Background: an optimization exercise with open tools, aiming at small area. Do not read the settings as production practice. Function was checked by simulation only, so behaviour that the tests miss may differ from the original. No activity file was given, so power comes from the tool's default toggle rates.

[flow/flow/run.sh]
#!/bin/bash
# Layout flow: the standard flow (standard.sh) with these changes.
#  Synthesis: ORFS's synth.tcl with two edits, made here with sed:
#   - Yosys's extract_fa (half/full adder extraction) only runs on the
#     FullAdd module, so the rest of the logic is left to ABC;
#   - ABC uses flow/abc_area.script (area-oriented mapping) instead of
#     ORFS's speed script.
#   Everything else (synth_recipe.tcl's -nofsm -noshare, flatten and renames,
#   the register mapping) is unchanged, so the registers are the standard
#   synthesis's.
#  Placement: port buffers use the smallest buffer cell, buf_1.
#  CTS: clkbuf_4 clock buffers, leaf clusters of up to 10 sinks within
#   35 um, no dummy loads.
set -euo pipefail
W=$PWD
sed -e 's|^  extract_fa {\*}\[dont_use_extract_fa_args\]$|  extract_fa {*}[dont_use_extract_fa_args] FullAdd|' \
    -e 's|^  log_cmd abc {\*}\$abc_args$|  lset abc_args 1 '"$W"'/flow/abc_area.script\n  log_cmd abc {*}$abc_args|' \
    "$FLOW_HOME/scripts/synth.tcl" > own_synth.tcl
grep -q 'extract_fa {\*}\[dont_use_extract_fa_args\] FullAdd' own_synth.tcl
grep -q 'flow/abc_area.script' own_synth.tcl
sed -e "s|^source \$::env(SCRIPTS_DIR)/synth.tcl$|source $W/own_synth.tcl|" synth_recipe.tcl > own_synth_recipe.tcl
grep -q own_synth.tcl own_synth_recipe.tcl
sed -e "s|SYNTH_SCRIPT=[^ ]*|SYNTH_SCRIPT=$W/own_synth_recipe.tcl|" standard.sh > own_standard.sh
grep -q own_synth_recipe.tcl own_standard.sh
bash own_standard.sh \
  "BUFFER_PORTS_ARGS=-buffer_cell sky130_fd_sc_hd__buf_1" \
  "CTS_ARGS=-sink_clustering_enable -repair_clock_nets -dont_use_dummy_load -sink_clustering_size 10 -sink_clustering_max_diameter 35 -buf_list sky130_fd_sc_hd__clkbuf_4" \
  finish > standard.log 2>&1
[flow/flow/abc_area.script]
&get -n
&st
&dch
&nf -R 1000
&st
&syn2
&dch
&nf -R 1000
&put
topo
stime -c
dnsize -c
[flow/standard.sh]
#!/bin/bash
# synth_recipe.tcl (not shown) runs the flow's synth.tcl, then flattens the netlist and writes it again
# the make line also repeats each setting of config.mk as NAME=value (left out here)
make -C /OpenROAD-flow-scripts/flow DESIGN_CONFIG=/design/flow/config.mk WORK_HOME=/design/flow/orfs CLKGATE_MAP_FILE= SYNTH_SCRIPT=/design/flow/synth_recipe.tcl "${@:-finish}"
[flow/config.mk]
export PLATFORM = sky130hd
export DESIGN_NAME = TopDesign
export DESIGN_NICKNAME = TopDesign
export VERILOG_FILES = /design/flow/design.v
export SDC_FILE = /design/flow/constraint.sdc
export NUM_CORES = 4
export LEC_CHECK = 0
export CAP_MARGIN = 20
export CORE_MARGIN = 2
export CORE_UTILIZATION = 75
export SLEW_MARGIN = 20
export SYNTH_HIERARCHICAL = 1
[flow/constraint.sdc]
create_clock -name core_clock -period 10.0 [get_ports {clk}]
set_input_delay 2.0000 -clock core_clock [delete_from_list [all_inputs] [get_ports {clk}]]
set_output_delay 2.0000 -clock core_clock [all_outputs]
set_load 0.01 [all_outputs]
[flow/design.v]
module FullAdd(input logic a, b, c, output logic s, co);
    assign s = a ^ b ^ c;
    assign co = (a & b) | (a & c) | (b & c);
endmodule
module ALU(input logic [7:0] a, b, output logic [7:0] sum);   
    logic [6:0] c;
    assign sum[0] = ~(a[0] ^ b[0]);
    assign c[0] = a[0] | b[0];
    for (genvar i = 1; i < 7; i++) begin : stage
        FullAdd fa(a[i], b[i], c[i-1], sum[i], c[i]);
    end
    assign sum[7] = a[7] ^ b[7] ^ c[6];
endmodule
module SelPair(input logic d0, s0, d1, s1, output logic y);
    assign y = ~((d0 | s0) & (d1 | s1));
endmodule
module Or8(input logic [7:0] a, output logic y);
    assign y = |a;
endmodule
module Sel16(input logic [15:0] d, input logic [15:0] sn, output logic yn);
    logic [7:0] p;
    for (genvar i = 0; i < 8; i++) begin : pair
        SelPair sp(d[2*i], sn[2*i], d[2*i+1], sn[2*i+1], p[i]);
    end
    Or8 n(p, yn);
endmodule
module Predecode4(input logic [1:0] a, output logic [3:0] y);
    assign y = {a[1] & a[0], a[1] & ~a[0], ~a[1] & a[0], ~a[1] & ~a[0]};
endmodule
module Nand2(input logic a, b, output logic y);
    assign y = ~(a & b);
endmodule
module Decode16(input logic [3:0] a, output logic [15:0] sn);
    logic [3:0] lo, hi;
    Predecode4 pl(a[1:0], lo);
    Predecode4 ph(a[3:2], hi);
    for (genvar w = 0; w < 16; w++) begin : word
        Nand2 n(hi[w / 4], lo[w % 4], sn[w]);
    end
endmodule
module Nor2(input logic a, b, output logic y);
    assign y = ~(a | b);
endmodule
module WriteDecode(
    input logic [3:0] wa,
    input logic weR, weM, clr,
    output logic [15:0] deR, deM);
    logic [3:0] hiN, loRN, loMN;
    always_comb
        for (int i = 0; i < 4; i++) begin
            hiN[i]  = ~clr & (wa[3:2] != i);
            loRN[i] = ~clr & ~(weR & (wa[1:0] == i));
            loMN[i] = ~clr & ~(weM & (wa[1:0] == i));
        end
    for (genvar w = 0; w < 16; w++) begin : word
        Nor2 nr(hiN[w / 4], loRN[w % 4], deR[w]);
        Nor2 nm(hiN[w / 4], loMN[w % 4], deM[w]);
    end
endmodule
module RegisterFile(
    input logic clk,
    input logic [15:0] de,
    input logic [7:0] d,
    output logic [127:0] q);
    logic [7:0] m [15:0];
    always_ff @(posedge clk)
        for (int w = 0; w < 16; w++)
            if (de[w])
                m[w] <= d;
    always_comb
        for (int w = 0; w < 16; w++)
            q[8*w +: 8] = m[w];
endmodule
module ReadPort(input logic [127:0] q, input logic [15:0] sn, output logic [7:0] yn);
    for (genvar b = 0; b < 8; b++) begin : bit_
        logic [15:0] col;
        for (genvar w = 0; w < 16; w++) begin : word
            assign col[w] = q[8*w + b];
        end
        Sel16 sel(col, sn, yn[b]);
    end
endmodule
module Debouncer #(parameter DEBOUNCE_CYCLES = 250)
(input logic clk, input logic rst, input logic button, output logic pulse);
localparam logic [7:0] INV = 8'hAA;
localparam logic [7:0] SEED = 8'b00010001;
logic [7:0] u, t, tn;
logic z7, start, fb;
assign t = u ^ INV;
assign z7 = (t[6:0] == 7'd0);                    
assign start = z7 & ~t[7] & button;              
assign fb = (t[7] ^ t[5] ^ t[4] ^ t[3]) & ~z7;
assign tn = rst ? 8'd0 : {t[6:4], t[3] | start, t[2:0], fb | start};
assign pulse = (t == SEED);
always_ff @(posedge clk)
    u <= tn ^ INV;
endmodule
module SevenSegmentDisplay(
    input logic clk,
    input logic rst,
    input logic [3:0] addr,
    input logic [7:0] dataN,       
    output logic [6:0] seg,
    output logic [3:0] an);
    logic [9:0] count;
    logic [7:0] pre;
    logic z7;
    assign z7 = (pre[6:0] == 7'd0);
    always_ff @(posedge clk)
        if (rst) begin
            pre <= 8'd0;
            count[9:8] <= 2'd0;
        end else begin
            pre <= {pre[6:0], pre[7] ^ pre[5] ^ pre[4] ^ pre[3] ^ z7};
            if (z7 & pre[7])
                count[9:8] <= count[9:8] + 2'd1;
        end
    assign count[7:0] = pre;
    logic [3:0] nib;
    always_comb begin
        case (count[9:8])
            2'b00: begin nib = ~dataN[3:0]; an = 4'b1110; end
            2'b01: begin nib = ~dataN[7:4]; an = 4'b1101; end
            2'b10: begin nib = 4'd0;      an = 4'b1011; end
            default: begin nib = addr;    an = 4'b0111; end
        endcase
        if (count[9:8] == 2'b10)
            seg = 7'b0111111;
        else
            case (nib)
                4'd0 : seg = 7'b1000000;
                4'd1 : seg = 7'b1111001;
                4'd2 : seg = 7'b0100100;
                4'd3 : seg = 7'b0110000;
                4'd4 : seg = 7'b0011001;
                4'd5 : seg = 7'b0010010;
                4'd6 : seg = 7'b0000010;
                4'd7 : seg = 7'b1111000;
                4'd8 : seg = 7'b0000000;
                4'd9 : seg = 7'b0010000;
                4'd10: seg = 7'b0001000;
                4'd11: seg = 7'b0000011;
                4'd12: seg = 7'b1000110;
                4'd13: seg = 7'b0100001;
                4'd14: seg = 7'b0000110;
                default: seg = 7'b0001110;
            endcase
    end
endmodule
module InstructionMemory(
    input logic [4:0] readAddress,
    input logic fromRom,
    input logic [15:0] swIns,
    output logic [15:0] fetched, readData2);
    function automatic logic [15:0] rom0(input logic [4:0] a);
        case (a)
            5'd0: rom0 = 16'h2000;
            5'd1: rom0 = 16'h2011;
            5'd2: rom0 = 16'h3200;
            5'd3: rom0 = 16'h3300;
            5'd4: rom0 = 16'h3401;
            5'd5: rom0 = 16'ha921;
            5'd6: rom0 = 16'h4330;
            5'd7: rom0 = 16'h4224;
            5'd8: rom0 = 16'ha500;
            5'd9: rom0 = 16'h0033;
            5'd10: rom0 = 16'h0022;
            5'd11: rom0 = 16'h0033;
            5'd12: rom0 = 16'h4501;
            5'd13: rom0 = 16'h4612;
            5'd14: rom0 = 16'h4723;
            5'd15: rom0 = 16'h4834;
            5'd16: rom0 = 16'h4801;
            5'd17: rom0 = 16'h4923;
            5'd18: rom0 = 16'h4a45;
            5'd19: rom0 = 16'h4b67;
            5'd20: rom0 = 16'h4c89;
            5'd21: rom0 = 16'h4dab;
            5'd22: rom0 = 16'ha000;
            5'd23: rom0 = 16'ha000;
            5'd24: rom0 = 16'ha000;
            5'd25: rom0 = 16'ha000;
            5'd26: rom0 = 16'ha68d;
            5'd27: rom0 = 16'ha29b;
            5'd28: rom0 = 16'h6000;
            5'd29: rom0 = 16'h8000;
            5'd30: rom0 = 16'ha000;
            5'd31: rom0 = 16'he000;
        endcase
    endfunction
    function automatic logic [15:0] rom1(input logic [4:0] a);
        case (a)
            5'd0: rom1 = 16'h2011;
            5'd1: rom1 = 16'h3200;
            5'd2: rom1 = 16'h3300;
            5'd3: rom1 = 16'h3401;
            5'd4: rom1 = 16'ha921;
            5'd5: rom1 = 16'h4330;
            5'd6: rom1 = 16'h4224;
            5'd7: rom1 = 16'ha500;
            5'd8: rom1 = 16'h0033;
            5'd9: rom1 = 16'h0022;
            5'd10: rom1 = 16'h0033;
            5'd11: rom1 = 16'h4501;
            5'd12: rom1 = 16'h4612;
            5'd13: rom1 = 16'h4723;
            5'd14: rom1 = 16'h4834;
            5'd15: rom1 = 16'h4801;
            5'd16: rom1 = 16'h4923;
            5'd17: rom1 = 16'h4a45;
            5'd18: rom1 = 16'h4b67;
            5'd19: rom1 = 16'h4c89;
            5'd20: rom1 = 16'h4dab;
            5'd21: rom1 = 16'ha000;
            5'd22: rom1 = 16'ha000;
            5'd23: rom1 = 16'ha000;
            5'd24: rom1 = 16'ha000;
            5'd25: rom1 = 16'ha68d;
            5'd26: rom1 = 16'ha29b;
            5'd27: rom1 = 16'h6000;
            5'd28: rom1 = 16'h8000;
            5'd29: rom1 = 16'ha000;
            5'd30: rom1 = 16'he000;
            5'd31: rom1 = 16'h2000;
        endcase
    endfunction
    assign fetched = fromRom ? rom0(readAddress) : swIns;
    assign readData2 = rom1(readAddress);
endmodule
module TopDesign
    (
    input logic clk,
    input logic rst,
    input logic [15:0] swIns,
    input logic [4:0] debouncer,
    output logic [15:0] insLed,
    output logic [6:0] seg,
    output logic dp,
    output logic [3:0] an
    );
    logic up, centre, left, right, down;
    Debouncer upButton    (clk, rst, debouncer[1], up);
    Debouncer centerButton(clk, rst, debouncer[0], centre);
    Debouncer rightButton (clk, rst, debouncer[3], right);
    Debouncer leftButton  (clk, rst, debouncer[2], left);
    Debouncer downButton  (clk, rst, debouncer[4], down);
    logic [4:0] pc;
    logic [3:0] memoryAddress;
    logic [15:0] ir;        
    logic irValid;          
    logic [2:0] op;
    logic clr, run, isStore, isLoad, isAdd, isBranch, stop;
    assign op = ir[15:13];
    assign clr = rst | up;
    assign run = irValid;
    assign isStore  = run & (op == 3'b000);
    assign isLoad   = run & (op == 3'b001);
    assign isAdd    = run & (op == 3'b010);
    assign isBranch = run & (op == 3'b101);
    assign stop     = run & (op == 3'b111);
    logic [7:0] regAN, regBN, memPN, memDN, regA, regB, memP, memD;
    assign regA = ~regAN;
    assign regB = ~regBN;
    assign memP = ~memPN;
    assign memD = ~memDN;
    logic [3:0] wAddr;
    logic [7:0] sum, sumN;
    ALU alu(regAN, regBN, sumN);
    assign sum = ~sumN;
    logic [7:0] wData;
    assign wAddr = (ir[12] | op[1]) ? ir[11:8] : ir[7:4];
    always_comb
        if (op[1])
            wData = sum;
        else if (ir[12])
            wData = ir[7:0];
        else if (op[0])
            wData = memP;
        else
            wData = regA;
    logic [127:0] regQ, memQ;
    logic [15:0] selA, selB, selD;
    logic [15:0] deR, deM;
    logic [7:0] dIn;
    assign dIn = wData & {8{~clr}};
    WriteDecode writeDecode(wAddr, isLoad | isAdd, isStore, clr, deR, deM);
    RegisterFile registerFile(clk, deR, dIn, regQ);
    RegisterFile memory(clk, deM, dIn, memQ);
    Decode16 decodeA(ir[3:0], selA);
    Decode16 decodeB(ir[7:4], selB);
    Decode16 decodeD(memoryAddress, selD);
    ReadPort readA(regQ, selA, regAN);
    ReadPort readB(regQ, selB, regBN);
    ReadPort readP(memQ, selA, memPN);
    ReadPort readD(memQ, selD, memDN);
    logic load;
    logic [4:0] pcNext;
    logic [15:0] romWord;
    assign load = (down | centre) & ~left & ~right;
    always_comb
        for (int i = 0; i < 5; i++)
            pcNext[i] = pc[i] ^ (&(pc | ~(5'h1f >> (5 - i))));
    logic [3:0] addrStep, flip;
    assign flip = memoryAddress ^ {4{left}};
    always_comb
        for (int i = 0; i < 4; i++)
            addrStep[i] = memoryAddress[i] ^ (&(flip | ~(4'hf >> (4 - i))));
    InstructionMemory instructions(pc, down, swIns, romWord, insLed);
    always_ff @(posedge clk) begin
        if (rst) begin
            pc <= 5'd0;
            memoryAddress <= 4'd0;
            irValid <= 1'b0;
        end else if (up) begin
            pc <= 5'd0;
        end else if (!stop) begin
            irValid <= load;
            if (left || right)
                memoryAddress <= addrStep;
            else if (down)
                pc <= pcNext;
            else if (!centre && isBranch && (regA[0] == regB[0]))
                pc <= ir[12:8];
        end
        if (!clr && !stop && load)
            ir <= romWord;
    end
    SevenSegmentDisplay display(clk, rst, memoryAddress, memDN, seg, an);
    assign dp = 1'b1;
endmodule
==> metrics.md, run 1 <==
| Metric | Value |
|---|---|
| Outcome | timing/DRC/antenna clean |
| Distinct cells, synth | 50 |
| Met1 GRT Util | 57.5% |
| Power per Cell Area | 175 nW/um2 |
| Worst Path Arrival | about 6.5 ns |
| Number of nets with antenna violations after routing | 0 |
| Number of antenna violations at the first check in global routing | 1 |
| Setup clock skew after layout | about 0.1 ns |
| Critical-path maximum fanout | 32 |
| Number of buffers created by CTS | 44 |
| Core Box Area | ~19000 um2 |
| Pin count of the biggest net entering global routing | 57 |
| Setup repair after global routing missed its margin | false |
| Standby leakage power | about 0.0051 uW |
| Worst-Skew Late Latency | about 0.69 ns |
| Placement row count | 50 |
| Commonest register cell after synthesis | edfxtp_1 |
| Violation count after the first detailed-routing iteration | roughly 2200 |
| Count of cells along the worst hold path | 1 |
| Clock tree from TritonCTS | done |
| Fraction of synthesis flops using an asynchronous set or reset pin | 0% |
| Total via count after detailed routing | 12300 |
| Number of enable flip-flop cells after synthesis | ~270 |
| Worst Reg-to-Reg Cells | 17 |
| Height of the die | between 100 and 150 um |
| Critical path's largest stage delay | 0.65 ns |
| Post-detail-place hpwl | about 30 mm |
| Worst Slack Setup Final | between 3 and 4 ns |
| Wire length of the first global-routing pass | 65.8 mm |
| Met2 routing resource usage after global routing | 64.9% |
| Launch point of the worst hold path | leftButton.u[2] |
| Worst rel slew slack | 29.3% |
| Cell area after technology mapping | 14500 um2 |
| Net count after synthesis | 1243 |
| Number of cells upsized or downsized after cts | 0 |
| Total overflow reported by the global router | 0 |
| Max capacitance violation total | 0 |
| Required time worst endpoint | 10.31 ns |
| Peak supply drop | between 150 and 200 uV |
| Cell-by-cell listing of the critical path | and2_0 -> nand2_1 -> o22ai_1 -> nor4_1 -> nand2_1 -> or2_0 -> fa_1 -> fa_1 -> fa_1 -> fa_1 -> fa_1 -> fa_1 -> xnor2_1 -> xnor2_1 -> a21oi_1 -> o21ai_0 -> a21oi_4 |
| WHS | roughly 0.4 ns |
| Total buffers and inverters traversed by the critical path | 0 |
| Synthesis-stage register bit count | around 330 |
| DRC violations left | 0 |
| Fraction of post-synthesis cell area in the top cell type by area | between 50% and 60% |
| Yosys warning count | 14 |
| Kind of cell with the highest combined delay on the critical path | adder cells |
| Fraction of final layout cells sized beyond drive strength 1 | 5.09% |
| H-tree Lvls | 2 |
| End of the worst register-to-register path | registerFile.m[8][7] |
| Hold Path End | leftButton.u[3] |
| Port bufs | just under 50 |
| Clk slew on worst S/H paths | ~0.1 ns |
| Weighted congestion reported at the end of routability-driven placement | approximately 1.1 |
| Number of hold buffers added after CTS | 0 |
| Overall die area | around 20000 um2 |
| Top cells by area, synth | edfxtp_1 (56%), o22ai_1 (11%), dfxtp_1 (8.3%) |
| Number of global-route vias before repair | 11400 |
| Post-CTS setup buffers | 0 |
| Initial core utilization | 76.9% |
| Critical setup path kind | reg2reg |
| Element type at the critical path end | register |
| Worst Setup Start Kind | register |
| Maximum frequency from static timing analysis | between 150 and 200 MHz |
| Area growth from synthesis to layout | 6.79% |
| Register-to-register setup slack | 3.77 ns |
| Setup TNS Final | 0 ns |
| Worst R2R Start | ir[2] |
| Sum of routed wire length over all layers | ~43 mm |
| Die boundary width | between 100 and 150 um |
| Hold Crit Class | reg2reg |
| Number of setup violations in the final report | 0 |
| Layer with the highest usage after global routing | met2 |
| Tcrit/Tclk final | between 60% and 70% |
| Fill cells | between 1000 and 1500 |
| Final net count | between 1000 and 1500 |
| Post-layout minimum cycle time | approximately 6.2 ns |
| M3 GR Usage | around 17% |
| Overall global routing resource usage | 43.6% |
| Cell taking the most area after synthesis | edfxtp_1 |
| Maximum count of clock buffers along a single path | 3 |
| Count of final hold-check violations | 0 |
| Mean Syn Cell Area | 11.9 um2 |
| Cell count after synthesis | approximately 1200 |
| Master of the slowest instance on the critical path | a21oi_4 |
| Worst setup timing slack at the placement stage | 3.69 ns |
| Transition at the pin with the smallest max-transition slack | between 1 and 1.5 ns |
| Via density per instance | 7.77 |
| WL/cell | between 20 and 30 um |
| Clock sink total | approximately 330 |
| Cell repeated most along the worst path | fa_1 |
| Clock tree root buffer cell | clkbuf_4 |
| DRT Pass-1 Iters | 19 |
| Number of max-slew violations in the final report | 0 |
| IO Pins | around 50 |
| Post-synthesis sequential area ratio | approximately 65% |
==> modules after synthesis, one instance, submodules excluded, a selection <==
| module | cells | times used | cell area [um2] | flops+latches |
|---|---|---|---|---|
| RegisterFile | 128 | 2 | 3840 | 128 |
| SevenSegmentDisplay | 75 | 1 | 574 | 10 |
| Debouncer | 26 | 5 | 268 | 8 |
| ALU | 5 | 1 | 31.3 | 0 |
| Or8 | 3 | 32 | 16.3 | 0 |
| Nand2 | 1 | 48 | 3.75 | 0 |
==> power by group <==
group | leakage [uW] | switching, uW | internal [uW]
logic | 0.00178 | 245 | 104
registers | 0.00313 | 90.2 | 1660
clock network | 0.000202 | 400 | 202
total | 0.00511 | 736 | 1960
==> metal layers <==
metal | wire length (um) | up-vias
li1 | - | 5126
met1 | 14600 | 5605
met2 | 19000 | 1249
met3 | 7010 | 282
met4 | 2790 | 0
met5 | 0 | -
==> how the worst max path moves through the flow <==
stage                           from               endpoint  slack [ns]  depth (start not counted)
floorplan                      ir[2]         memory.m[0][7]        4.25                         17
global placement               ir[0]  registerFile.m[11][7]        3.82                         17
detailed placement             ir[0]         memory.m[3][7]        3.69                         17
CTS                            ir[3]  registerFile.m[15][7]        3.64                         17
global route        memoryAddress[1]                 seg[1]        3.51                         12
finish                         ir[2]   registerFile.m[8][7]        3.77                         17
==> through the flow <==
stage / cell area [um2] / util [%] / total power (uW) / std cells
floorplan: 14500 / - / 1940 / 1214
finish: 15500 / 82.1 / 2700 / 1578
CTS: 15400 / 81.9 / 2670 / 1576
global route: 15500 / 82.1 / 2790 / 1578
detailed placement: 15100 / 80.2 / 2100 / 1532
global placement: 15100 / 80.1 / 2080 / 1532
==> area by class of cell <==
class / count / area, um2 / share of cell area [%]
Antenna cell: 1 / 2.50 / 0.0162
Clock buffer: 44 / 330 / 2.14
Inverter: 12 / 45.0 / 0.291
Multi-Input combinational cell: 868 / 5100 / 33.0
Sequential cell: 332 / 9370 / 60.6
Tap cell: 260 / 325 / 2.11
Timing Repair Buffer: 61 / 279 / 1.81
==> logic make-up after synthesis <==
group | share of synthesized area [%]
AO/OA/AOI/OAI | 17.2
AND/OR/NAND/NOR | 14.0
multiplexers | 1.00
XOR/XNOR | 1.82
buffers and inverters | 0.415
flip-flops | 64.7
adder cells (fa/ha/maj) | 0.830
other | 0.0259
==> placed cells by master, fill, tap and decap left out, types with 8 or more instances in the layout <==
cell type	Yosys	layout
and4_1	11	11
dfxtp_1	60	60
edfxtp_1	272	272
nor2_1	98	97
a31oi_1	11	11
nor3_1	9	8
clkinv_1	12	12
buf_1	0	48
o22ai_1	264	264
xor2_1	13	13
nor4_1	65	65
xnor2_1	17	17
mux2_1	12	12
clkbuf_4	0	44
a21oi_1	61	53
nor2b_1	26	26
and2_0	9	9
o21ai_0	29	29
nand3_1	17	17
buf_4	2	11
nand2_1	130	130
nand2b_1	27	27
==> flip-flops by register name, indices dropped and copies added (netlist names), 4 cells and up <==
| signal | flops |
|---|---|
| pc | 5 |
| leftButton.u | 8 |
| registerFile.m | 128 |
| display.pre | 8 |
| memoryAddress | 4 |
| upButton.u | 8 |
| centerButton.u | 8 |
| ir | 16 |
| rightButton.u | 8 |
| downButton.u | 8 |
| memory.m | 128 |
==> Yosys cell counts, types with 4 or more instances <==
library cell,n
edfxtp_1,272
o22ai_1,264
nand2_1,130
nor2_1,98
nor4_1,65
a21oi_1,61
dfxtp_1,60
o21ai_0,29
nand2b_1,27
nor2b_1,26
nand3_1,17
xnor2_1,17
xor2_1,13
clkinv_1,12
mux2_1,12
a31oi_1,11
and4_1,11
and2_0,9
nor3_1,9
nand4_1,7
a211oi_1,6
fa_1,6
or2_0,5
and3_1,4
o221ai_1,4
==> run 2: changes to the inputs <==
--- a/flow/config.mk
+++ b/flow/config.mk
@@ -9,3 +9,3 @@
 export CORE_MARGIN = 2
-export CORE_UTILIZATION = 75
+export CORE_UTILIZATION = 60
 export SLEW_MARGIN = 20
==> run 2 against run 1 <==
Setup slack lost 0.013 ns. Clock power grew 2%. Synthesized cell count is the same. Sequential power is essentially flat. Non-clock buffer count shrank 1. Global-route usage shrank 9.0 points.
==> metrics.md, run 2 <==
| Metric | Value |
|---|---|
| Commonest non-fill, non-tap cell in the layout | edfxtp_1 |
| Cell count after synthesis | 1214 |
| Element type at the critical path end | primary output |
| Standby leakage power | ~0.0051 uW |
| Core Box Area | about 24000 um2 |
| Fraction of synthesis flops using an asynchronous set or reset pin | 0% |
| Number of nets with antenna violations after routing | 0 |
| Power per Cell Area | about 170 nW/um2 |
| Height of the die | 159 um |
| Register-to-register setup slack | ~3.8 ns |
| Int Power | slightly below 2000 uW |
| Worst Path Arrival | 4.25 ns |
| Initial core utilization | about three fifths |
| Critical-path maximum fanout | 10 |
| Clk slew on worst S/H paths | approximately 0.090 ns |
| Yosys warning count | 14 |
| End of the worst register-to-register path | memory.m[0][7] |
| WL/cell | between 20 and 30 um |
| Setup TNS Final | 0 ns |
| Launch point of the worst hold path | centerButton.u[6] |
| Outcome | timing/DRC/antenna clean |
| Most repeated cell in the gate-level netlist after synthesis | edfxtp_1 |
| Fraction of post-synthesis cell area in the top cell type by area | 56.4% |
| H-tree Lvls | 2 |
| Transition at the pin with the smallest max-transition slack | between 1 and 1.5 ns |
| Peak supply drop | around 130 uV |
| Fraction of final layout cells sized beyond drive strength 1 | 5.08% |
| Synth cell count leaders | edfxtp_1 (272), o22ai_1 (264), nand2_1 (130) |
| Synthesis-stage register bit count | between 300 and 400 |
| Fin util | approximately 66% |
| Setup clock skew after layout | around 0.12 ns |
| Violation count after the first detailed-routing iteration | 1919 |
| Total overflow reported by the global router | 0 |
| Required time worst endpoint | 8.00 ns |
| Worst-Skew Late Latency | roughly 0.73 ns |
| Via density per instance | slightly above 7 |
| Count of cells along the worst hold path | 1 |
| Number of enable flip-flop cells after synthesis | 272 |
| Overall die area | 25400 um2 |
| Number of max-slew violations in the final report | 0 |
| Count of final hold-check violations | 0 |
| Cell taking the most area after synthesis | edfxtp_1 |
| Area growth from synthesis to layout | 7.27% |
| Setup repair after global routing missed its margin | false |
| Top cells by area, synth | edfxtp_1 (56%), o22ai_1 (11%), dfxtp_1 (8.3%) |
| Weighted congestion reported at the end of routability-driven placement | roughly 1.0 |
| Distinct cells, synth | 50 |
| Part of the total power dissipated in the clock network | a little under a quarter |
| Maximum count of clock buffers along a single path | 3 |
| Number of hold buffers added after CTS | 0 |
| Port bufs | 49 |
| Max capacitance violation total | 0 |
| Maximum frequency from static timing analysis | ~160 MHz |
| Commonest register cell after synthesis | edfxtp_1 |
| Number of buffers created by CTS | 46 |
| Overall global routing resource usage | between 30% and 40% |
| Post-CTS setup buffers | 0 |
| Hold Crit Class | reg2reg |
| Worst rel slew slack | around 26% |
| Clock tree root buffer cell | clkbuf_4 |
| Placement row count | 56 |
| Net count after synthesis | ~1200 |
| Post-detail-place hpwl | roughly 32 mm |
| Number of cells upsized or downsized after cts | 0 |
| Critical setup path kind | reg2out |
| Sum of routed wire length over all layers | 44.8 mm |
| Mean Syn Cell Area | about 12 um2 |
| Tcrit/Tclk final | 62.5% |
| Number of setup violations in the final report | 0 |
| Wire length of the first global-routing pass | about 66 mm |
| Die boundary width | 159 um |
| Final net count | roughly 1300 |
| Worst Setup Start Kind | register |
| Worst R2R Start | ir[0] |
| DRC violations left | 0 |
| Worst Reg-to-Reg Cells | 17 |
| Number of antenna violations at the first check in global routing | 1 |
| Number of global-route vias before repair | 11100 |
| Net Switching | 732 uW |
| Cell area after technology mapping | between 10000 and 15000 um2 |
| Largest registers | memory.m (128), registerFile.m (128), ir (16) |
| IO Pins | slightly above 50 |
| Pin count of the biggest net entering global routing | 57 |
| Sw Ratio | 27.1% |
| DRT Pass-1 Iters | 6 |
| Total via count after detailed routing | approximately 12000 |
| Clock sink total | ~330 |
| Portion of total power attributed to sequential cells | roughly two thirds |
| Clock tree from TritonCTS | done |
| Gate power share | about an eighth |
| Post-synthesis sequential area ratio | approximately two thirds |
| Post-layout minimum cycle time | roughly 6.2 ns |
| Top library cells by usage in the layout, fill and taps aside | edfxtp_1 (272), o22ai_1 (264), nand2_1 (130) |
| Hold Path End | centerButton.u[7] |
run 2: cell count changes in the layout (fill, tap and decap cells not counted), sizes merged:
cell / delta
diode: +1
clkbuf: +2
buf: -1
run 2: layout make-up:
class	instances	area, um2
fillers	1844	8020
diodes	2	5.00
inverters	12	45.0
flip-flops and latches	332	9370
clock buffers	46	345
multi-input cells	868	5090
well taps	319	399
repair buffers	60	268
run 2: per-stage QoR:
stage | hold slack, ns | cells | cell area (um2) | total power, uW | setup WS, ns
6_report | 0.386 | 1639 | 15500 | 2700 | 3.75
5_1_grt | 0.408 | 1639 | 15500 | 2810 | 3.42
3_3_place_gp | 0.375 | 1591 | 15200 | 2100 | 3.80
3_5_place_dp | 0.378 | 1591 | 15200 | 2110 | 3.95
4_1_cts | 0.395 | 1637 | 15500 | 2700 | 3.88
2_1_floorplan | 0.370 | 1214 | 14500 | 1940 | 4.25
run 2: worst max-delay path by stage:
stage / slack, ns / from / endpoint / cells past startpoint
floorplan: 4.25 / ir[2] / memory.m[0][7] / 17
global placement: 3.80 / ir[0] / memory.m[6][7] / 17
detailed placement: 3.95 / ir[0] / memory.m[5][7] / 17
CTS: 3.88 / ir[0] / memory.m[0][7] / 17
global route: 3.42 / memoryAddress[1] / seg[1] / 12
finish: 3.75 / memoryAddress[1] / seg[1] / 12
run 2: power by group through the flow:
stage / clock [uW] / combinational [uW] / sequential [uW]
finish: 614 / 339 / 1750
global route: 683 / 369 / 1750
CTS: 628 / 333 / 1740
detailed placement: 0 / 333 / 1770
global placement: 0 / 325 / 1770
floorplan: 0 / 209 / 1730
run 2: Yosys stat by module, one instance, submodules excluded, excerpt:
module	cell area, um2	flip-flops and latches	times used
ALU	31.3	0	1
Debouncer	268	8	5
FullAdd	20.0	0	6
InstructionMemory	788	0	1
Nand2	3.75	0	48
Nor2	3.75	0	32
Or8	16.3	0	32
Predecode4	22.5	0	6
RegisterFile	3840	128	2
SelPair	6.26	0	256
SevenSegmentDisplay	574	10	1
TopDesign	1290	26	1
WriteDecode	83.8	0	1
run 2: cells by family after synthesis:
group | after synthesis | share of synthesized area [%]
simple gates | 415 | 14.0
mux | 13 | 1.00
fa+ha+maj | 6 | 0.830
buf+inv | 14 | 0.415
xor+xnor | 30 | 1.82
flops | 332 | 64.7
other cells | 1 | 0.0259
compound gates | 403 | 17.2
run 2: worst max-delay path, cell delays in order, from the launching register on:
cell,delay [ns]
dfxtp_1,0.55
nor2b_1,0.39
nand2_1,0.32
o22ai_1,0.40
nor4_1,0.18
nand2_1,0.10
o22ai_1,0.06
a31oi_1,0.55
clkinv_1,0.25
and3_1,0.24
o21ai_0,0.15
o311ai_0,0.15
buf_1,0.18
run 2: metal layers:
metal,vias up,share of wire (%),GRT usage [%]
met1,5615,38,47.1
met4,0,5.0,14.1
met3,182,11,5.47
li1,5125,-,-
met5,-,0,0
met2,867,46,56.1
==> run 3: changes to the inputs <==
--- a/flow/flow/run.sh
+++ b/flow/flow/run.sh
@@ -26,3 +26,3 @@
   "BUFFER_PORTS_ARGS=-buffer_cell sky130_fd_sc_hd__buf_1" \
-  "CTS_ARGS=-sink_clustering_enable -repair_clock_nets -dont_use_dummy_load -sink_clustering_size 10 -sink_clustering_max_diameter 35 -buf_list sky130_fd_sc_hd__clkbuf_4" \
+  "CTS_ARGS=-sink_clustering_enable -repair_clock_nets -dont_use_dummy_load -sink_clustering_size 9 -sink_clustering_max_diameter 60 -buf_list sky130_fd_sc_hd__clkbuf_4" \
   finish > standard.log 2>&1
--- a/flow/config.mk
+++ b/flow/config.mk
@@ -9,3 +9,3 @@
 export CORE_MARGIN = 2
-export CORE_UTILIZATION = 60
+export CORE_UTILIZATION = 65
 export SLEW_MARGIN = 20
==> run 3 against run 2 <==
Combinational power about the same. Hold slack got worse by 0.051 ns. Synthesized cell count unchanged. Highest routed layer unchanged. Sequential cell count is the same. Maximum frequency grew 0.73%. Sequential power about the same. Largest power group unchanged. Die area is 7.5% lower. Clock skew is 0.065 ns lower. Critical endpoint is now registerFile.m[6][7]. Global-route usage is 1.9 points higher. Routed wire length shrank 2.9%. Clock-buffer cell count fell by 3.
==> metrics.md, run 3 <==
| Metric | Value |
|---|---|
| Cell area after technology mapping | ~14000 um2 |
| Pin count of the biggest net entering global routing | between 50 and 60 |
| Number of enable flip-flop cells after synthesis | around 270 |
| Critical path's largest stage delay | 0.66 ns |
| Worst Setup Start Kind | register |
| Synthesis-stage register bit count | about 330 |
| Net count after synthesis | about 1200 |
| Clock sink total | between 300 and 400 |
| Int Power | ~2000 uW |
| Maximum frequency from static timing analysis | approximately 160 MHz |
| Setup repair after global routing missed its margin | false |
| Sum of routed wire length over all layers | between 40 and 50 mm |
| Most repeated cell in the gate-level netlist after synthesis | edfxtp_1 |
| Commonest non-fill, non-tap cell in the layout | edfxtp_1 |
| Transition at the pin with the smallest max-transition slack | 1.10 ns |
| IO Pins | 51 |
| Overall global routing resource usage | between 30 and 40% |
| Outcome | timing/DRC/antenna clean |
| Setup clock skew after layout | around 0.055 ns |
| Number of buffers created by CTS | 43 |
| Power per Cell Area | roughly 170 nW/um2 |
| Commonest register cell after synthesis | edfxtp_1 |
| Sw Ratio | 27.3% |
| Post-detail-place hpwl | 30.3 mm |
| Max capacitance violation total | 0 |
| Wire length of the first global-routing pass | approximately 65 mm |
| Tcrit/Tclk final | between 60 and 70% |
| Fraction of synthesis flops using an asynchronous set or reset pin | 0% |
| Violation count after the first detailed-routing iteration | between 2000 and 2500 |
| Gate power share | between 10% and 20% |
| Number of global-route vias before repair | 11400 |
| Worst setup timing slack at the placement stage | ~3.6 ns |
| Cell taking the most area after synthesis | edfxtp_1 |
| Element type at the critical path end | register |
| Mean Syn Cell Area | ~12 um2 |
| Area growth from synthesis to layout | 6.68% |
| Synth cell count leaders | edfxtp_1 (272), o22ai_1 (264), nand2_1 (130) |
| Distinct cells, synth | 50 |
| Initial core utilization | between 60% and 70% |
| Clock tree from TritonCTS | done |
| Clock tree root buffer cell | clkbuf_4 |
| Final net count | roughly 1300 |
| Cell-by-cell listing of the critical path | and2_0 -> nand2_1 -> o22ai_1 -> nor4_1 -> nand2_1 -> or2_0 -> fa_1 -> fa_1 -> fa_1 -> fa_1 -> fa_1 -> fa_1 -> xnor2_1 -> xnor2_1 -> a21oi_1 -> o21ai_0 -> a21oi_4 |
| Clk slew on worst S/H paths | ~0.090 ns |
| Post-layout minimum cycle time | a little over 6 ns |
| Worst rel slew slack | a little over a quarter |
| Number of nets with antenna violations after routing | 0 |
| Placement row count | 54 |
| Standby leakage power | 0.00509 uW |
| Yosys warning count | 14 |
| Number of setup violations in the final report | 0 |
| DRT Pass-1 Iters | 8 |
| Cell count after synthesis | about 1200 |
| Cell repeated most along the worst path | fa_1 |
| Total overflow reported by the global router | 0 |
| Top cells by area, synth | edfxtp_1 (56%), o22ai_1 (11%), dfxtp_1 (8.3%) |
| Net Switching | 735 uW |
| DRC violations left | 0 |
| Top library cells by usage in the layout, fill and taps aside | edfxtp_1 (272), o22ai_1 (264), nand2_1 (130) |
| Post-synthesis sequential area ratio | between 60% and 70% |
| Fraction of final layout cells sized beyond drive strength 1 | a little under 5% |
| Overall die area | 23500 um2 |
| Port bufs | about 50 |
| Total buffers and inverters traversed by the critical path | 0 |
| Core Box Area | around 22000 um2 |
| Worst Slack Setup Final | between 3 and 4 ns |
| WL/cell | ~27 um |
| Count of final hold-check violations | 0 |
| Height of the die | roughly 150 um |
| Critical-path maximum fanout | 32 |
| Post-CTS setup buffers | 0 |
| Number of hold buffers added after CTS | 0 |
| Hold Crit Class | reg2reg |
| Number of max-slew violations in the final report | 0 |
| Die boundary width | approximately 150 um |
| Maximum count of clock buffers along a single path | 3 |
| Number of antenna violations at the first check in global routing | 2 |
| Critical setup path kind | reg2reg |
| Largest registers | memory.m (128), registerFile.m (128), ir (16) |
| Worst-Skew Late Latency | 0.67 ns |
| Portion of total power attributed to sequential cells | between 60% and 70% |
| Master of the slowest instance on the critical path | a21oi_4 |
| Total via count after detailed routing | roughly 12000 |
| Kind of cell with the highest combined delay on the critical path | adder cells |
| Via density per instance | approximately 7.5 |
| Required time worst endpoint | between 10 and 15 ns |
| Number of cells upsized or downsized after cts | 0 |
| Peak supply drop | 190 uV |
| Part of the total power dissipated in the clock network | roughly 23% |
| Setup TNS Final | 0 ns |
| Weighted congestion reported at the end of routability-driven placement | roughly 1.0 |
| H-tree Lvls | 2 |
| Fraction of post-synthesis cell area in the top cell type by area | 56.4% |
| Worst Path Arrival | roughly 6.5 ns |
run 3: cell counts after synthesis:
Identical to the previous run, type by type.
run 3: layer usage:
layer  up-vias  wire [um]  track usage, %  part of all wire, %
li1       5126          -               -                    -
met1      5600      15600            48.6                   36
met2      1019      20300            59.1                   47
met3       225       5310            7.40                   12
met4         0       2250            15.4                  5.2
met5         -          0               0                    0
run 3: cells by family after synthesis:
family	after synthesis	share of synthesized area, %
AND/OR/NAND/NOR	415	14.0
AO/OA/AOI/OAI	403	17.2
flip-flops	332	64.7
XOR/XNOR	30	1.82
buffers and inverters	14	0.415
multiplexers	13	1.00
adder cells (fa/ha/maj)	6	0.830
other	1	0.0259
run 3: worst reg2reg max path, delay by kind of cell (launching register included):
family	cells	cell delay (ns)
AO/OA/AOI/OAI	4	1.15
XOR/XNOR	2	0.28
adder cells (fa/ha/maj)	6	2.37
flip-flops	1	0.46
AND/OR/NAND/NOR	5	1.61
run 3: metrics by stage:
step                util (%)  cell area (um2)  hold slack [ns]  power, uW  cells
detailed placement      69.2            15100            0.382       2100   1551
finish                  70.7            15400            0.336       2690   1595
global placement        69.2            15100            0.374       2090   1551
CTS                     70.7            15400            0.335       2680   1594
floorplan                  -            14500            0.370       1940   1214
global route            70.7            15400            0.333       2780   1595
run 3: final timing paths:
kind                                 startpoint                    to  slack, ns  cells after the start
worst min-delay path            leftButton.u[1]       leftButton.u[2]       0.34                      1
worst min register to register  leftButton.u[1]       leftButton.u[2]       0.34                      1
worst max register to register            ir[2]  registerFile.m[6][7]       3.80                     17
worst max-delay path                      ir[2]  registerFile.m[6][7]       3.80                     17
run 3: modules after synthesis, one instance, submodules excluded, a selection:
module             flip-flops and latches  cells
RegisterFile                          128    128
TopDesign                              26    125
InstructionMemory                       0    144
ALU                                     0      5
FullAdd                                 0      1
Or8                                     0      3
SelPair                                 0      1
Nor2                                    0      1
Nand2                                   0      1
run 3: layout make-up:
| type | count | area [um2] |
|---|---|---|
| Sequential cell | 332 | 9370 |
| Fill cell | 1545 | 6380 |
| Tap cell | 280 | 350 |
| Antenna cell | 1 | 2.50 |
| Inverter | 12 | 45.0 |
| Clock buffer | 43 | 323 |
| Timing Repair Buffer | 59 | 260 |
| Multi-Input combinational cell | 868 | 5090 |
run 3: power by group through the flow:
stage | clock [uW] | sequential [uW] | combinational [uW]
after floorplan | 0 | 1730 | 209
after global placement | 0 | 1770 | 318
after detailed placement | 0 | 1770 | 327
after CTS | 613 | 1740 | 328
after global routing | 666 | 1750 | 364
final | 607 | 1750 | 338
==> run 4: changes to the inputs <==
--- a/flow/flow/run.sh
+++ b/flow/flow/run.sh
@@ -26,3 +26,3 @@
   "BUFFER_PORTS_ARGS=-buffer_cell sky130_fd_sc_hd__buf_1" \
-  "CTS_ARGS=-sink_clustering_enable -repair_clock_nets -dont_use_dummy_load -sink_clustering_size 9 -sink_clustering_max_diameter 60 -buf_list sky130_fd_sc_hd__clkbuf_4" \
+  "CTS_ARGS=-sink_clustering_enable -repair_clock_nets -dont_use_dummy_load -sink_clustering_size 20 -sink_clustering_max_diameter 40 -buf_list sky130_fd_sc_hd__clkbuf_8" \
   finish > standard.log 2>&1
==> run 4 against run 3 <==
Still clean on timing, DRC and antenna. Setup slack worse by 0.045 ns. Critical path depth is the same. Clock-buffer cell count shrank 8. Non-clock buffer count unchanged. Sequential power about the same. Combinational power is essentially flat.
==> metrics.md, run 4 <==
| Metric | Value |
|---|---|
| Outcome | timing/DRC/antenna clean |
| Total buffers and inverters traversed by the critical path | 0 |
| Mean Syn Cell Area | 11.9 um2 |
| Setup clock skew after layout | 0.101 ns |
| Count of final hold-check violations | 0 |
| Critical path's largest stage delay | 0.61 ns |
| Worst Slack Setup Final | between 3 and 4 ns |
| Maximum frequency from static timing analysis | between 150 and 200 MHz |
| Commonest non-fill, non-tap cell in the layout | edfxtp_1 |
| Height of the die | ~150 um |
| Port bufs | 49 |
| Max capacitance violation total | 0 |
| Worst-Skew Late Latency | between 0.5 and 0.6 ns |
| Number of max-slew violations in the final report | 0 |
| DRT Pass-1 Iters | 9 |
| Total via count after detailed routing | about 12000 |
| Setup TNS Final | 0 ns |
| Net Switching | 733 uW |
| Area share of fa/ha/maj cells after synthesis | less than 1% |
| Clock sink total | approximately 330 |
| Core Box Area | ~22000 um2 |
| Register-to-register setup slack | around 3.8 ns |
| Complex-gate fraction of the synthesized area | between 10% and 20% |
| Overall die area | about 23000 um2 |
| Top metal layer carrying routed signals | met4 |
| Post-synthesis sequential area ratio | about 65% |
| End of the worst register-to-register path | registerFile.m[8][7] |
| Initial core utilization | ~66% |
| Standby leakage power | ~0.0051 uW |
| Weighted congestion reported at the end of routability-driven placement | between 1 and 1.5 |
| Master of the slowest instance on the critical path | a21oi_4 |
| Required time worst endpoint | 10.18 ns |
| Part of the total power dissipated in the clock network | approximately a quarter |
| Met1 routed wirelength after detailed routing | about 16 mm |
| DRC violations left | 0 |
| Critical setup path kind | reg2reg |
| Wire length of the first global-routing pass | around 65 mm |
| Xor and xnor area share after synthesis | 1.82% |
| Worst Reg-to-Reg Cells | 17 |
| WHS | 0.354 ns |
| Hold Path End | centerButton.u[3] |
| Met3 WL post-DR | just over 5 mm |
| Most repeated cell in the gate-level netlist after synthesis | edfxtp_1 |
| Int Power | just over 2000 uW |
| Transition at the pin with the smallest max-transition slack | just over 1 ns |
| Die boundary width | around 150 um |
| Power per Cell Area | ~180 nW/um2 |
| Pin count of the biggest net entering global routing | 57 |
| Sum of routed wire length over all layers | 43.3 mm |
| Critical-path maximum fanout | 32 |
| Mux cell area share after synthesis | under 10% |
| Element type at the critical path end | register |
| Hold Crit Class | reg2reg |
| Post-layout minimum cycle time | around 6.2 ns |
| Cell area after technology mapping | roughly 14000 um2 |
| Yosys warning count | 14 |
| Number of hold buffers added after CTS | 0 |
| Peak supply drop | approximately 180 uV |
| Number of enable flip-flop cells after synthesis | approximately 270 |
| Launch point of the worst hold path | centerButton.u[2] |
| Cell-by-cell listing of the critical path | and2_0 -> nand2_1 -> o22ai_1 -> nor4_1 -> nand2_1 -> or2_0 -> fa_1 -> fa_1 -> fa_1 -> fa_1 -> fa_1 -> fa_1 -> xnor2_1 -> xnor2_1 -> a21oi_1 -> o21ai_0 -> a21oi_4 |
| Final net count | approximately 1300 |
| Largest family of logic cells by synthesized area | compound AO/OA/AOI/OAI gates |
| Number of nets with antenna violations after routing | 0 |
| Synth cell count leaders | edfxtp_1 (272), o22ai_1 (264), nand2_1 (130) |
| Net count after synthesis | 1243 |
| Area share of and/or/nand/nor cells after synthesis | approximately 14% |
| Area growth from synthesis to layout | 7.78% |
| Sw Ratio | a little over a quarter |
| Number of buffers created by CTS | 35 |
| Number of antenna violations at the first check in global routing | 1 |
| Commonest register cell after synthesis | edfxtp_1 |
| Count of cells along the worst hold path | 1 |
| Fraction of final layout cells sized beyond drive strength 1 | around 4.4% |
| Clk slew on worst S/H paths | roughly 0.07 ns |
| Top library cells by usage in the layout, fill and taps aside | edfxtp_1 (272), o22ai_1 (264), nand2_1 (130) |
| Fill cells | around 1500 |
| Via density per instance | between 7 and 8 |
| Number of global-route vias before repair | ~11000 |
| Clock tree from TritonCTS | done |
| Cell count after synthesis | 1214 |
| Gate power share | 12.0% |
| Worst rel slew slack | a little under a third |
| Setup repair after global routing missed its margin | false |
| Top cells by area, synth | edfxtp_1 (56%), o22ai_1 (11%), dfxtp_1 (8.3%) |
| Kind of cell with the highest combined delay on the critical path | adder cells |
| H-tree Lvls | 2 |
| Number of setup violations in the final report | 0 |
| Overall global routing resource usage | about 36% |
| Number of cells upsized or downsized after cts | 0 |
| Placement row count | 54 |
| Post-CTS setup buffers | 0 |
| Largest registers | memory.m (128), registerFile.m (128), ir (16) |
| Portion of total power attributed to sequential cells | between 60 and 70% |
| Fraction of synthesis flops using an asynchronous set or reset pin | 0% |
| Post-detail-place hpwl | between 30 and 40 mm |
| Worst setup timing slack at the placement stage | around 3.6 ns |
| Cell repeated most along the worst path | fa_1 |
| Synthesis-stage register bit count | roughly 330 |
| IO Pins | just over 50 |
| WL/cell | 27.3 um |
| Cell taking the most area after synthesis | edfxtp_1 |
| Violation count after the first detailed-routing iteration | 2030 |
| Maximum count of clock buffers along a single path | 3 |
| Worst Setup Start Kind | register |
| Tcrit/Tclk final | between 60% and 70% |
| Clock tree root buffer cell | clkbuf_8 |
| Total overflow reported by the global router | 0 |
| Fraction of post-synthesis cell area in the top cell type by area | between 50% and 60% |
| Worst Path Arrival | between 6 and 7 ns |
| Distinct cells, synth | 50 |
| Worst R2R Start | ir[2] |
| Met2 routed wirelength | 20.0 mm |
-- run 4: cell types whose count changed in the layout (fill, tap and decap cells not counted) --
cell / delta
clkbuf_8: +35
clkbuf_4: -43
-- run 4: final cells by class --
type | instances | area (um2) | share of cell area, %
diodes | 1 | 2.50 | 0.0160
clock buffers | 35 | 482 | 3.09
inverters | 12 | 45.0 | 0.289
multi-input cells | 868 | 5090 | 32.6
flip-flops and latches | 332 | 9370 | 60.1
well taps | 280 | 350 | 2.25
repair buffers | 59 | 260 | 1.67
-- run 4: routing by layer --
metal	global-route usage, %	up-vias
met5	0	-
met4	15.9	0
met3	7.40	233
met2	58.9	969
met1	48.3	5609
li1	-	5072
-- run 4: worst max-delay path by stage --
stage                     startpoint  slack [ns]  cells past startpoint                    to
after global routing           ir[2]        3.40                     17  registerFile.m[8][7]
after CTS                      ir[2]        3.55                     17  registerFile.m[8][7]
after detailed placement       ir[2]        3.63                     17  registerFile.m[2][7]
after floorplan                ir[2]        4.25                     17        memory.m[0][7]
final                          ir[2]        3.75                     17  registerFile.m[8][7]
after global placement         ir[2]        3.87                     17        memory.m[8][7]
-- run 4: power groups by stage --
stage                     Clock (uW)  Combinational [uW]  Sequential (uW)
after global routing             780                 364             1750
final                            720                 337             1750
after floorplan                    0                 209             1730
after global placement             0                 318             1770
after CTS                        729                 329             1740
after detailed placement           0                 327             1770
-- run 4: cell families (layout without fill, tap and decap cells) --
logic type      Yosys count  in the layout
simple gates            415            415
compound gates          403            403
flops                   332            332
xor+xnor                 30             30
buf+inv                  14            106
mux                      13             13
fa+ha+maj                 6              6
other cells               1              2
-- run 4: through the flow --
step / instance area [um2] / cells / total power, uW / util [%]
finish: 15600 / 1587 / 2800 / 71.5
global route: 15600 / 1586 / 2900 / 71.5
CTS: 15600 / 1586 / 2800 / 71.4
detailed placement: 15100 / 1551 / 2100 / 69.2
global placement: 15100 / 1551 / 2090 / 69.2
floorplan: 14500 / 1214 / 1940 / -
-- run 4: Yosys stat by module (local to each module, per instance), a selection --
module,copies in the design,cells inside
Predecode4,6,4
Nor2,32,1
Debouncer,5,26
ALU,1,5
RegisterFile,2,128
FullAdd,6,1
-- run 4: worst register-to-register path, cell delays in order, from the launching register on --
cell and delay (ns):
edfxtp_1 0.45, and2_0 0.24, nand2_1 0.57, o22ai_1 0.19, nor4_1 0.39, nand2_1 0.18
or2_0 0.28, fa_1 0.40, fa_1 0.40, fa_1 0.39, fa_1 0.39, fa_1 0.40
fa_1 0.39, xnor2_1 0.15, xnor2_1 0.13, a21oi_1 0.14, o21ai_0 0.15, a21oi_4 0.61
==> run 5: changes to the inputs <==
--- a/flow/flow/run.sh
+++ b/flow/flow/run.sh
@@ -26,3 +26,3 @@
   "BUFFER_PORTS_ARGS=-buffer_cell sky130_fd_sc_hd__buf_1" \
-  "CTS_ARGS=-sink_clustering_enable -repair_clock_nets -dont_use_dummy_load -sink_clustering_size 20 -sink_clustering_max_diameter 40 -buf_list sky130_fd_sc_hd__clkbuf_8" \
+  "CTS_ARGS=-sink_clustering_enable -repair_clock_nets -dont_use_dummy_load -sink_clustering_size 11 -sink_clustering_max_diameter 30 -buf_list sky130_fd_sc_hd__clkbuf_4" \
   finish > standard.log 2>&1
==> run 5 against run 4 <==
Still clean on timing, DRC and antenna. Sequential power hardly changed. Sequential share of layout area is 0.32 points higher. Synthesized cell count stayed put. Core utilization is 0.37 points lower. Largest cell class unchanged. Largest power group unchanged.
==> metrics.md, run 5 <==
| Metric | Value |
|---|---|
| Number of cells upsized or downsized after cts | 0 |
| Weighted congestion reported at the end of routability-driven placement | about 1.0 |
| Via density per instance | ~7.4 |
| DRT Pass-1 Iters | 8 |
| Net Switching | 735 uW |
| Die boundary width | roughly 150 um |
| Clock sink total | between 300 and 400 |
| Number of max-slew violations in the final report | 0 |
| Max capacitance violation total | 0 |
| Master of the slowest instance on the critical path | a21oi_4 |
| Number of hold buffers added after CTS | 0 |
| Sw Ratio | 26.9% |
| Synthesis-stage register bit count | between 300 and 400 |
| Number of setup violations in the final report | 0 |
| Portion of total power attributed to sequential cells | a little under two thirds |
| Critical-path maximum fanout | 32 |
| Distinct cells, synth | 50 |
| Outcome | timing/DRC/antenna clean |
| WL/cell | about 27 um |
| Placed cell count | about 1600 |
| Tcrit/Tclk final | a little over three fifths |
| Hold Crit Class | reg2reg |
| Yosys warning count | 14 |
| Post-synthesis sequential area ratio | around two thirds |
| Transition at the pin with the smallest max-transition slack | 1.10 ns |
| Sum of routed wire length over all layers | around 43 mm |
| Cell taking the most area after synthesis | edfxtp_1 |
| Violation count after the first detailed-routing iteration | around 2100 |
| Overall global routing resource usage | a little over a third |
| Count of cells along the worst hold path | 1 |
| Critical setup path kind | reg2reg |
| Height of the die | roughly 150 um |
| Count of final hold-check violations | 0 |
| Int Power | approximately 2000 uW |
| Overall die area | approximately 23000 um2 |
| Commonest non-fill, non-tap cell in the layout | edfxtp_1 |
| Placement row count | 54 |
| Cell repeated most along the worst path | fa_1 |
| Critical path's largest stage delay | about 0.63 ns |
| Setup clock skew after layout | 0.126 ns |
| Setup repair after global routing missed its margin | false |
| Peak supply drop | ~150 uV |
| Maximum count of clock buffers along a single path | 3 |
| Largest registers | memory.m (128), registerFile.m (128), ir (16) |
| Standby leakage power | roughly 0.0051 uW |
| Cell-by-cell listing of the critical path | and2_0 -> nand2_1 -> o22ai_1 -> nor4_1 -> nand2_1 -> or2_0 -> fa_1 -> fa_1 -> fa_1 -> fa_1 -> fa_1 -> fa_1 -> xnor2_1 -> xnor2_1 -> a21oi_1 -> o21ai_0 -> a21oi_4 |
| Clk slew on worst S/H paths | 0.11 ns |
| Net count after synthesis | between 1000 and 1500 |
| Area growth from synthesis to layout | 7.22% |
| Number of buffers created by CTS | between 50 and 60 |
| Worst Path Arrival | 6.62 ns |
| Initial core utilization | between 60% and 70% |
| Number of nets with antenna violations after routing | 0 |
| Total overflow reported by the global router | 0 |
| Worst Setup Start Kind | register |
| Top cells by area, synth | edfxtp_1 (56%), o22ai_1 (11%), dfxtp_1 (8.3%) |
| Post-layout minimum cycle time | 6.27 ns |
| Clock tree from TritonCTS | done |
| Worst rel slew slack | a little over a quarter |
| Port bufs | between 40 and 50 |
| Pin count of the biggest net entering global routing | 57 |
| Synth cell count leaders | edfxtp_1 (272), o22ai_1 (264), nand2_1 (130) |
| Post-detail-place hpwl | 30.3 mm |
| Part of the total power dissipated in the clock network | 23.8% |
| IO Pins | roughly 50 |
| Number of global-route vias before repair | 11500 |
| Total buffers and inverters traversed by the critical path | 0 |
| Number of antenna violations at the first check in global routing | 2 |
| Setup TNS Final | 0 ns |
| Kind of cell with the highest combined delay on the critical path | adder cells |
| DRC violations left | 0 |
| Required time worst endpoint | 10.34 ns |
| Cell count after synthesis | ~1200 |
| Final net count | between 1000 and 1500 |
| Wire length of the first global-routing pass | between 60 and 70 mm |
| Fraction of post-synthesis cell area in the top cell type by area | a little under three fifths |
| Most repeated cell in the gate-level netlist after synthesis | edfxtp_1 |
| Core Box Area | between 20000 and 25000 um2 |
| Fraction of synthesis flops using an asynchronous set or reset pin | 0% |
| Fraction of final layout cells sized beyond drive strength 1 | ~5.7% |
| Cell area after technology mapping | roughly 14000 um2 |
| Cell count along the critical path | 17 |
| Clock tree root buffer cell | clkbuf_4 |
| Worst Reg-to-Reg Cells | 17 |
| Gate power share | around 12% |
| Count of placed standard cells in the final layout, fillers left out | approximately 1600 |
| Worst-Skew Late Latency | about 0.74 ns |
| Total via count after detailed routing | 11900 |
| Mean Syn Cell Area | 11.9 um2 |
| Element type at the critical path end | register |
| H-tree Lvls | 2 |
| Commonest register cell after synthesis | edfxtp_1 |
| Maximum frequency from static timing analysis | between 150 and 200 MHz |
| Number of enable flip-flop cells after synthesis | ~270 |
| Top library cells by usage in the layout, fill and taps aside | edfxtp_1 (272), o22ai_1 (264), nand2_1 (130) |
| Power per Cell Area | roughly 180 nW/um2 |
| Post-CTS setup buffers | 0 |
-- run 5: cell counts after synthesis --
Identical to the previous run, type by type.
-- run 5: power by group through the flow --
| stage | combinational, uW | sequential [uW] | clock (uW) |
|---|---|---|---|
| 2_1_floorplan | 209 | 1730 | 0 |
| 3_3_place_gp | 318 | 1770 | 0 |
| 3_5_place_dp | 327 | 1770 | 0 |
| 4_1_cts | 329 | 1740 | 662 |
| 5_1_grt | 364 | 1750 | 712 |
| 6_report | 337 | 1750 | 651 |
-- run 5: cell type report --
| cell class | count | area [um2] |
|---|---|---|
| Clock buffer | 53 | 398 |
| Inverter | 12 | 45.0 |
| Multi-Input combinational cell | 868 | 5090 |
| Timing Repair Buffer | 59 | 260 |
| Sequential cell | 332 | 9370 |
| Antenna cell | 2 | 5.00 |
| Tap cell | 280 | 350 |
| Fill cell | 1539 | 6310 |
-- run 5: final timing paths --
| check | to | slack (ns) | from |
|---|---|---|---|
| setup / recovery | registerFile.m[7][7] | 3.73 | ir[2] |
| hold / removal | centerButton.u[3] | 0.34 | centerButton.u[2] |
| setup reg to reg | registerFile.m[7][7] | 3.73 | ir[2] |
| hold reg to reg | centerButton.u[3] | 0.34 | centerButton.u[2] |
-- run 5: modules after synthesis (local to each module, per instance), excerpt --
| module | copies in the design | flops+latches | cells inside |
|---|---|---|---|
| ALU | 1 | 0 | 5 |
| Debouncer | 5 | 8 | 26 |
| FullAdd | 6 | 0 | 1 |
| InstructionMemory | 1 | 0 | 144 |
| Nand2 | 48 | 0 | 1 |
| Nor2 | 32 | 0 | 1 |
| Or8 | 32 | 0 | 3 |
| SelPair | 256 | 0 | 1 |
-- run 5: metal layers --
layer	vias up	global-route usage (%)	routed length, um
li1	5148	-	-
met1	5509	47.9	15100
met2	1063	58.6	20200
met3	217	7.88	5590
met4	0	17.4	2510
met5	-	0	0
-- run 5: per-stage QoR --
step	total power [uW]	instance area, um2	utilization [%]	worst slack (ns)	hold WS, ns
final	2740	15500	71.1	3.73	0.340
after global routing	2830	15500	71.1	3.35	0.360
after CTS	2730	15500	71.0	3.52	0.320
after detailed placement	2100	15100	69.2	3.63	0.382
after global placement	2090	15100	69.2	3.87	0.374
after floorplan	1940	14500	-	4.25	0.370
-- run 5: kinds of logic after synthesis --
logic type	count (synthesis)	share of synthesized area, %
other cells	1	0.0259
compound gates	403	17.2
simple gates	415	14.0
buf+inv	14	0.415
fa+ha+maj	6	0.830
mux	13	1.00
xor+xnor	30	1.82
flops	332	64.7
==> run 6: changes to the inputs <==
--- a/flow/flow/run.sh
+++ b/flow/flow/run.sh
@@ -26,3 +26,3 @@
   "BUFFER_PORTS_ARGS=-buffer_cell sky130_fd_sc_hd__buf_1" \
-  "CTS_ARGS=-sink_clustering_enable -repair_clock_nets -dont_use_dummy_load -sink_clustering_size 11 -sink_clustering_max_diameter 30 -buf_list sky130_fd_sc_hd__clkbuf_4" \
+  "CTS_ARGS=-sink_clustering_enable -repair_clock_nets -dont_use_dummy_load -sink_clustering_size 10 -sink_clustering_max_diameter 50 -buf_list sky130_fd_sc_hd__clkbuf_4" \
   finish > standard.log 2>&1
==> run 6 against run 5 <==
Still clean on timing, DRC and antenna. Total power decreased by 2.6%. Final cell count decreased by 0.81%. Register-to-register slack got worse by 0.02 ns. Hold slack got worse by 0.038 ns. Via count about the same. Area after synthesis unchanged. Die area unchanged. Non-clock buffer count unchanged. Sequential cell count unchanged. Critical path type unchanged. Critical endpoint is now registerFile.m[8][7]. Largest power group unchanged.
==> metrics.md, run 6 <==
| Metric | Value |
|---|---|
| Outcome | timing/DRC/antenna clean |
| H-tree Lvls | 2 |
| Distinct cells, synth | 50 |
| Number of global-route vias before repair | about 11000 |
| Number of max-slew violations in the final report | 0 |
| Fill cells | about 1600 |
| Critical path's largest stage delay | about 0.62 ns |
| M3 GR Usage | approximately 7.5% |
| Met1 GRT Util | between 40% and 50% |
| DRC violations left | 0 |
| Worst Path Arrival | roughly 6.6 ns |
| Setup clock skew after layout | 0.113 ns |
| Summed area of non-filler cells in the final layout | approximately 15000 um2 |
| Core Box Area | between 20000 and 25000 um2 |
| Maximum count of clock buffers along a single path | 3 |
| WL/cell | 27.1 um |
| Setup repair after global routing missed its margin | false |
| Mux cell area share after synthesis | 1.00% |
| Fraction of synthesis flops using an asynchronous set or reset pin | 0% |
| Xor and xnor area share after synthesis | under 10% |
| Height of the die | around 150 um |
| Element type at the critical path end | register |
| Area share of and/or/nand/nor cells after synthesis | 14.0% |
| Commonest non-fill, non-tap cell in the layout | edfxtp_1 |
| Part of the total power dissipated in the clock network | between 20% and 30% |
| Wire length of the first global-routing pass | approximately 65 mm |
| Net count after synthesis | around 1200 |
| Maximum frequency from static timing analysis | ~160 MHz |
| Total via count after detailed routing | between 10000 and 15000 |
| Met2 routing resource usage after global routing | 58.2% |
| Number of nets with antenna violations after routing | 0 |
| Number of antenna violations at the first check in global routing | 2 |
| Commonest register cell after synthesis | edfxtp_1 |
| Transition at the pin with the smallest max-transition slack | 1.08 ns |
| Clock tree root buffer cell | clkbuf_4 |
| Number of hold buffers added after CTS | 0 |
| Total overflow reported by the global router | 0 |
| Gate power share | 12.7% |
| Synth cell count leaders | edfxtp_1 (272), o22ai_1 (264), nand2_1 (130) |
| Count of placed standard cells in the final layout, fillers left out | about 1600 |
| Placement row count | 54 |
| Placed instance area | around 15000 um2 |
| Total buffers and inverters traversed by the critical path | 0 |
| Portion of total power attributed to sequential cells | 65.5% |
| Worst-Skew Late Latency | 0.69 ns |
| Standby leakage power | 0.00508 uW |
| Int Power | 1940 uW |
| Final net count | between 1000 and 1500 |
| DRT Pass-1 Iters | 7 |
| Post-route total power | ~2700 uW |
| Critical-path maximum fanout | 32 |
| Synthesis-stage register bit count | approximately 330 |
| Setup TNS Final | 0 ns |
| Cell area after technology mapping | about 14000 um2 |
| Post-CTS setup buffers | 0 |
| Fraction of final layout cells sized beyond drive strength 1 | approximately 4.7% |
| Weighted congestion reported at the end of routability-driven placement | around 1.0 |
| Fraction of post-synthesis cell area in the top cell type by area | 56.4% |
| Area growth from synthesis to layout | 6.54% |
| Cell-by-cell listing of the critical path | and2_0 -> nand2_1 -> o22ai_1 -> nor4_1 -> nand2_1 -> or2_0 -> fa_1 -> fa_1 -> fa_1 -> fa_1 -> fa_1 -> fa_1 -> xnor2_1 -> xnor2_1 -> a21oi_1 -> o21ai_0 -> a21oi_4 |
| Post-layout minimum cycle time | between 6 and 7 ns |
| Complex-gate fraction of the synthesized area | between 10% and 20% |
| Number of cells upsized or downsized after cts | 0 |
| Via density per instance | roughly 7.5 |
| Fin util | a little over two thirds |
| Clock tree from TritonCTS | done |
| Clk slew on worst S/H paths | around 0.10 ns |
| Sw Ratio | ~27% |
| Max capacitance violation total | 0 |
| Overall die area | 23500 um2 |
| Yosys warning count | 14 |
| Top cells by area, synth | edfxtp_1 (56%), o22ai_1 (11%), dfxtp_1 (8.3%) |
| Largest registers | memory.m (128), registerFile.m (128), ir (16) |
| Clock sink total | 332 |
| Area share of fa/ha/maj cells after synthesis | 0.830% |
| Post-synthesis sequential area ratio | ~65% |
| Pin count of the biggest net entering global routing | 57 |
| Layer with the highest usage after global routing | met2 |
| Critical setup path kind | reg2reg |
| IO Pins | 51 |
| Placed cell count | approximately 1600 |
| Port bufs | just under 50 |
| Peak supply drop | between 100 and 150 uV |
| Kind of cell with the highest combined delay on the critical path | adder cells |
| Mean Syn Cell Area | 11.9 um2 |
| Number of enable flip-flop cells after synthesis | between 200 and 300 |
| Violation count after the first detailed-routing iteration | around 2100 |
| Number of buffers created by CTS | 40 |
| Cell repeated most along the worst path | fa_1 |
| Power per Cell Area | roughly 170 nW/um2 |
| Master of the slowest instance on the critical path | a21oi_4 |
| Largest family of logic cells by synthesized area | compound AO/OA/AOI/OAI gates |
| Count of final hold-check violations | 0 |
| Cell count after synthesis | between 1000 and 1500 |
| Most repeated cell in the gate-level netlist after synthesis | edfxtp_1 |
| Required time worst endpoint | a little over 10 ns |
| Worst Setup Start Kind | register |
| Number of setup violations in the final report | 0 |
| Cell taking the most area after synthesis | edfxtp_1 |
| Sum of routed wire length over all layers | between 40 and 50 mm |
| Worst rel slew slack | between 20% and 30% |
| Post-detail-place hpwl | 30.3 mm |
| Hold Crit Class | reg2reg |
| Tcrit/Tclk final | between 60 and 70% |
| Overall global routing resource usage | roughly 36% |
| Top library cells by usage in the layout, fill and taps aside | edfxtp_1 (272), o22ai_1 (264), nand2_1 (130) |
| Initial core utilization | 66.3% |
| Die boundary width | between 150 and 200 um |
| Net Switching | ~720 uW |
-- run 6: cell counts after synthesis --
No cell type changed its count.
-- run 6: cell type report --
class,count,area [um2],share of cell area (%)
sequential,332,9370,60.8
inverter,12,45.0,0.292
tap,280,350,2.27
timing repair buffer,59,260,1.69
antenna,2,5.00,0.0325
clock buffer,40,300,1.95
multi-input combinational,868,5090,33.0
-- run 6: per-stage QoR --
stage          hold WS, ns  worst slack [ns]
2_1_floorplan        0.370              4.25
3_3_place_gp         0.374              3.87
3_5_place_dp         0.382              3.63
4_1_cts              0.312              3.51
5_1_grt              0.329              3.35
6_report             0.301              3.71
-- run 6: power by group through the flow --
stage | Combinational, uW | Sequential [uW] | Clock [uW]
2_1_floorplan | 209 | 1730 | 0
3_3_place_gp | 318 | 1770 | 0
3_5_place_dp | 327 | 1770 | 0
4_1_cts | 329 | 1740 | 588
5_1_grt | 364 | 1750 | 638
6_report | 339 | 1750 | 581
-- run 6: Yosys stat by module, one instance, submodules excluded, a selection --
| module | area [um2] | cells inside |
|---|---|---|
| Nand2 | 3.75 | 1 |
| SevenSegmentDisplay | 574 | 75 |
| RegisterFile | 3840 | 128 |
| Or8 | 16.3 | 3 |
| Predecode4 | 22.5 | 4 |
| InstructionMemory | 788 | 144 |
| WriteDecode | 83.8 | 17 |
-- run 6: logic make-up after synthesis --
kind of cell / count (synthesis)
mux: 13
other cells: 1
buf+inv: 14
fa+ha+maj: 6
flops: 332
compound gates: 403
simple gates: 415
xor+xnor: 30
-- run 6: layer usage --
metal | part of all wire, % | up-vias | wire [um]
li1 | - | 5118 | -
met1 | 36 | 5555 | 15500
met2 | 46 | 1053 | 20100
met3 | 12 | 216 | 5280
met4 | 5.5 | 0 | 2380
met5 | 0 | - | 0
-- run 6: worst reg2reg max path: cells and delay by family, from the launching register on --
family | cells | cell delay (ns)
simple gates | 5 | 1.62
xor+xnor | 2 | 0.28
compound gates | 4 | 1.11
flops | 1 | 0.48
fa+ha+maj | 6 | 2.37
-- run 6: path summary, 6_finish.rpt --
path	startpoint	endpoint	slack [ns]	cells after the start
max	ir[2]	registerFile.m[8][7]	3.71	17
max reg2reg	ir[2]	registerFile.m[8][7]	3.71	17
min	centerButton.u[2]	centerButton.u[3]	0.30	1
min reg2reg	centerButton.u[2]	centerButton.u[3]	0.30	1

what the ideal ports hide:
No port has a modelled driver above. Below, the same layouts with a new extraction and two added sets of constraints.
Step 1, drivers: a clkbuf_16 drives clk and a buf_2 each remaining input, both assumed.
Step 2 also shifts input and output timing later by t, the mid clock arrival at the registers, as if the neighbouring blocks saw the same clock.
Slacks: ideal / step 1 / step 2; pairs: ideal / step 1.
run	t (ns)	setup slack, ns	hold slack, ns	worst register clock-pin slew, ns
run 1	0.681	3.767 / 3.730 / 3.767	0.393 / 0.393 / 0.393	0.11 / 0.11
run 2	0.711	3.754 / 3.712 / 3.832	0.386 / 0.386 / 0.386	0.11 / 0.11
run 3	0.688	3.799 / 3.799 / 3.799	0.336 / 0.336 / 0.336	0.11 / 0.11
run 4	0.566	3.754 / 3.754 / 3.754	0.354 / 0.354 / 0.354	0.11 / 0.11
run 5	0.720	3.726 / 3.726 / 3.726	0.340 / 0.340 / 0.340	0.11 / 0.11
run 6	0.680	3.707 / 3.707 / 3.707	0.301 / 0.301 / 0.301	0.11 / 0.11
After both steps every run listed still meets setup and hold.
